What follows belongs to an exercise in optimizing a design on an open flow for small area and a short achievable clock period; a production flow would make more cautious choices.
At most, simulation tests tie the RTL to the original design; equivalence was not proved.

## old
==> module divu8, before the edit <==
module divu8 (
    input  wire [7:0] n,
    input  wire [7:0] d,
    output wire [7:0] q,
    output wire [7:0] r
);
    wire [7:0] rr [0:8];
    assign rr[8] = 8'd0;
    genvar i;
    generate
        for (i = 7; i >= 0; i = i - 1) begin : st
            localparam W = 8 - i;
            wire [W-1:0] trial;
            if (W == 1) begin : w1
                assign trial = n[i];
            end else begin : wn
                assign trial = {rr[i+1][W-2:0], n[i]};
            end
            wire hz = ~|(d >> W);
            wire [W:0] diff = {1'b0, trial} - {1'b0, d[W-1:0]};
            wire ge = hz & ~diff[W];
            assign q[i] = ge;
            assign rr[i] = ge ? diff[W-1:0] : trial;
        end
    endgenerate
    assign r = rr[0];
endmodule
Settings: LEC_CHECK=0, ABC_AREA=1, CAP_MARGIN=20, CORE_MARGIN=2, CORE_UTILIZATION=60, SETUP_SLACK_MARGIN=5, SLEW_MARGIN=20; clock period 15.5 ns.
standard.sh (not shown) runs the stock make flow with config.mk's settings and CLKGATE_MAP_FILE= SYNTH_SCRIPT=/design/flow/synth_recipe.tcl, a recipe that flattens the netlist after the stock synthesis.
==> flow/flow/run.sh <==
#!/bin/bash
MARGIN=$(cat flow/margin.txt)
sed "s/SETUP_SLACK_MARGIN=[0-9.]*/SETUP_SLACK_MARGIN=$MARGIN/" standard.sh > standard_margin.sh
bash standard_margin.sh > standard.log 2>&1
==> flow/flow/margin.txt <==
8
Edits applied to the flow inputs when going from old to new:
-- flow/design.v --
<<< old, line 5
    output wire [7:0] r
);
    wire [7:0] rr [0:8];
    assign rr[8] = 8'd0;
    genvar i;
    generate
        for (i = 7; i >= 0; i = i - 1) begin : st
            localparam W = 8 - i;
            wire [W-1:0] trial;
            if (W == 1) begin : w1
                assign trial = n[i];
            end else begin : wn
                assign trial = {rr[i+1][W-2:0], n[i]};
            end
            wire hz = ~|(d >> W);
            wire [W:0] diff = {1'b0, trial} - {1'b0, d[W-1:0]};
            wire ge = hz & ~diff[W];
            assign q[i] = ge;
            assign rr[i] = ge ? diff[W-1:0] : trial;
        end
    endgenerate
>>> new, line 5
    output wire [7:0] r
);
    wire [9:0] d1 = {2'b00, d};
    wire [9:0] d2 = {1'b0, d, 1'b0};
    wire [9:0] d3 = d1 + d2;
    wire [7:0] rr [0:4];
    assign rr[4] = 8'd0;
    genvar k;
    generate
        for (k = 3; k >= 0; k = k - 1) begin : st
            localparam W = 8 - 2 * k;
            wire [9:0] x;
            if (W == 2) begin : w2
                assign x = {8'd0, n[2*k+1], n[2*k]};
            end else begin : wn
                assign x = {{(10-W){1'b0}}, rr[k+1][W-3:0], n[2*k+1], n[2*k]};
            end
            wire g1 = x >= d1;
            wire g2 = x >= d2;
            wire g3 = x >= d3;
            wire [W-1:0] s1 = x[W-1:0] - d1[W-1:0];
            wire [W-1:0] s2 = x[W-1:0] - d2[W-1:0];
            wire [W-1:0] s3 = x[W-1:0] - d3[W-1:0];
            assign q[2*k+1] = g2;
            assign q[2*k]   = g3 | (g1 & ~g2);
            wire [W-1:0] nr = g3 ? s3 : g2 ? s2 : g1 ? s1 : x[W-1:0];
            assign rr[k] = nr;
        end
    endgenerate
==> comparison <==
Setup slack after placement delta for new relative to old: 1.93 ns higher. As far as number of hold violations in the final report goes, old and new are indistinguishable; the numbers are identical. Re final-report setup violation count: no difference whatsoever between new and old. Relative to old, the number of fillers in the final layout measured on new has increased by more than a quarter. Compared with old, in new final instance area shows an increase of about 27%, pin count of the biggest net entering global routing shows an increase of 46%, met2 wire length shows an increase of about 50%.
Only the layout flow was run in new; the RTL was not checked for function there.

========
Another version of the RTL of main (not shown whole).
Size: ~24 I/O pins.
==> module main, before the edit <==
module main (
    input wire clk,
    input wire rst,
    input wire [7:0] in,
    input wire [2:0] op,
    input wire apply,
    output wire [7:0] tail,
    output wire empty,
    output reg valid
);
    reg [7:0] q0, q1, q2, q3, q4;
    reg [2:0] c;     
    assign tail  = q0;
    assign empty = (c == 3'd0);
    wire s2 = ~c[2] & ~c[0];
    wire s3 = ~c[2] &  c[0];
    wire s4 =  c[2] & ~c[0];
    wire s5 =  c[2] &  c[0];
    wire [7:0] a = ({8{s2}} & q1) | ({8{s3}} & q2) | ({8{s4}} & q3) | ({8{s5}} & q4);
    wire [7:0] b = ({8{s2}} & q0) | ({8{s3}} & q1) | ({8{s4}} & q2) | ({8{s5}} & q3);
    wire [7:0] quo, rem;
    divu8 u_div (.n(b), .d(a), .q(quo), .r(rem));
    wire       sub = op[2];
    wire [7:0] sum, prod;
    addsub8 u_as (.a(a), .b(b), .sub(sub), .y(sum));
    mul8lo u_mul (.a(a), .b(b), .p(prod));
    reg [7:0] res;
    always @* begin
        case (op)
            3'd0:    res = in;
            3'd3:    res = prod;
            3'd5:    res = quo;
            3'd6:    res = rem;
            default: res = sum;
        endcase
    end
    wire full = c[2] & c[0];
    wire ge2  = c[2] | c[1];
    wire ge1  = c != 3'd0;
    wire bad = (op == 3'd7)
             | ((op == 3'd0) & full)
             | ((op == 3'd1) & ~ge1)
             | ((op != 3'd0) & (op != 3'd1) & ~ge2)
             | (((op == 3'd5) | (op == 3'd6)) & (a == 8'd0));
    always @(posedge clk) begin
        if (apply && op != 3'd1) begin
            q0 <= res;
            q1 <= q0;
            q2 <= q1;
            q3 <= q2;
            q4 <= q3;
        end
    end
    always @(posedge clk or posedge rst) begin
        if (rst) begin
            c     <= 3'd0;
            valid <= 1'b1;
        end else if (apply) begin
            if (op == 3'd0) c <= c + 3'd1;
            else            c <= c - 3'd1;
            if (bad) valid <= 1'b0;
        end
    end
endmodule
Settings: LEC_CHECK=0, ABC_AREA=1, CAP_MARGIN=0, CORE_MARGIN=2, CORE_UTILIZATION=60, SETUP_SLACK_MARGIN=5, SLEW_MARGIN=0, TNS_END_PERCENT=10; clock period 15.5 ns.
run.sh (not shown) runs the stock make flow with config.mk's settings and CLKGATE_MAP_FILE= SYNTH_SCRIPT=/design/flow/synth_recipe.tcl, a recipe that flattens the netlist after the stock synthesis.
Stock flow here: none of the scripts above is used.
Edit:
--- a/flow/design.v
+++ b/flow/design.v
@@ -273,19 +273,15 @@
     output wire [7:0] tail,
     output wire empty,
     output reg valid
 );
     reg [7:0] q0, q1, q2, q3, q4;
-    reg [2:0] c;     
+    reg [5:0] s;     
     assign tail  = q0;
-    assign empty = (c == 3'd0);
-    wire s2 = ~c[2] & ~c[0];
-    wire s3 = ~c[2] &  c[0];
-    wire s4 =  c[2] & ~c[0];
-    wire s5 =  c[2] &  c[0];
-    wire [7:0] a = ({8{s2}} & q1) | ({8{s3}} & q2) | ({8{s4}} & q3) | ({8{s5}} & q4);
-    wire [7:0] b = ({8{s2}} & q0) | ({8{s3}} & q1) | ({8{s4}} & q2) | ({8{s5}} & q3);
+    assign empty = s[0];
+    wire [7:0] a = ({8{s[2]}} & q1) | ({8{s[3]}} & q2) | ({8{s[4]}} & q3) | ({8{s[5]}} & q4);
+    wire [7:0] b = ({8{s[2]}} & q0) | ({8{s[3]}} & q1) | ({8{s[4]}} & q2) | ({8{s[5]}} & q3);
     wire [7:0] quo, rem;
     divu8 u_div (.n(b), .d(a), .q(quo), .r(rem));
     wire       sub = op[2];
     wire [7:0] sum, prod;
     addsub8 u_as (.a(a), .b(b), .sub(sub), .y(sum));
@@ -298,13 +294,13 @@
             3'd5:    res = quo;
             3'd6:    res = rem;
             default: res = sum;
         endcase
     end
-    wire full = c[2] & c[0];
-    wire ge2  = c[2] | c[1];
-    wire ge1  = c != 3'd0;
+    wire full = s[5];
+    wire ge2  = ~s[0] & ~s[1];
+    wire ge1  = ~s[0];
     wire bad = (op == 3'd7)
              | ((op == 3'd0) & full)
              | ((op == 3'd1) & ~ge1)
              | ((op != 3'd0) & (op != 3'd1) & ~ge2)
              | (((op == 3'd5) | (op == 3'd6)) & (a == 8'd0));
@@ -317,14 +313,14 @@
             q4 <= q3;
         end
     end
     always @(posedge clk or posedge rst) begin
         if (rst) begin
-            c     <= 3'd0;
+            s     <= 6'd1;
             valid <= 1'b1;
         end else if (apply) begin
-            if (op == 3'd0) c <= c + 3'd1;
-            else            c <= c - 3'd1;
+            if (op == 3'd0) s <= {s[4:0], 1'b0};
+            else            s <= {1'b0, s[5:1]};
             if (bad) valid <= 1'b0;
         end
     end
 endmodule
Effect:
- wire length decreases by 2.1%
- area after synthesis increases by 3.4%
- via count shrinks by 1.3%
- cell area climbs by 6.8%
- utilization rises by 1.2 points
- critical path depth fell by 6
- die area increases by 3.2%
- hold slack is better by 21 ps
- clock skew climbs by 3.2 ps
- setup slack improves by 480 ps
- global-route usage shrinks by 3.5 points
Function was not checked in any run of this note: the RTL went through the layout flow alone.

[separate check: timing with driven ports]
In the flow no input, the clock included, has a driving cell. The finished layouts below were timed again as built, in two steps.
Step 1, drivers: a clkbuf_16 drives clk and a buf_2 each remaining input, both assumed.
Step 2 times the ports against the registers' clock, not the clock port: input delays grow and output delays shrink by t, the midpoint of the rising clock arrivals with the driver on.
a / b / c = ideal ports / drivers / drivers and shift; a / b = the first two.
run	t, ns	setup WS [ns]	hold slack, ns	worst setup path at the end	latest minus earliest clock arrival (ns)
old	0.329	5.212 / 5.212 / 5.212	0.482 / 0.482 / 0.482	register to register	0.008 / 0.008
new	0.322	7.143 / 7.143 / 7.143	0.481 / 0.481 / 0.481	register to register	0.011 / 0.011
the first run of note 2	0.326	4.684 / 4.684 / 4.684	0.449 / 0.449 / 0.449	register to register	0.011 / 0.011
the second run of note 2	0.322	5.164 / 5.164 / 5.164	0.470 / 0.470 / 0.470	register to register	0.015 / 0.014
After both steps every run listed still meets setup and hold.
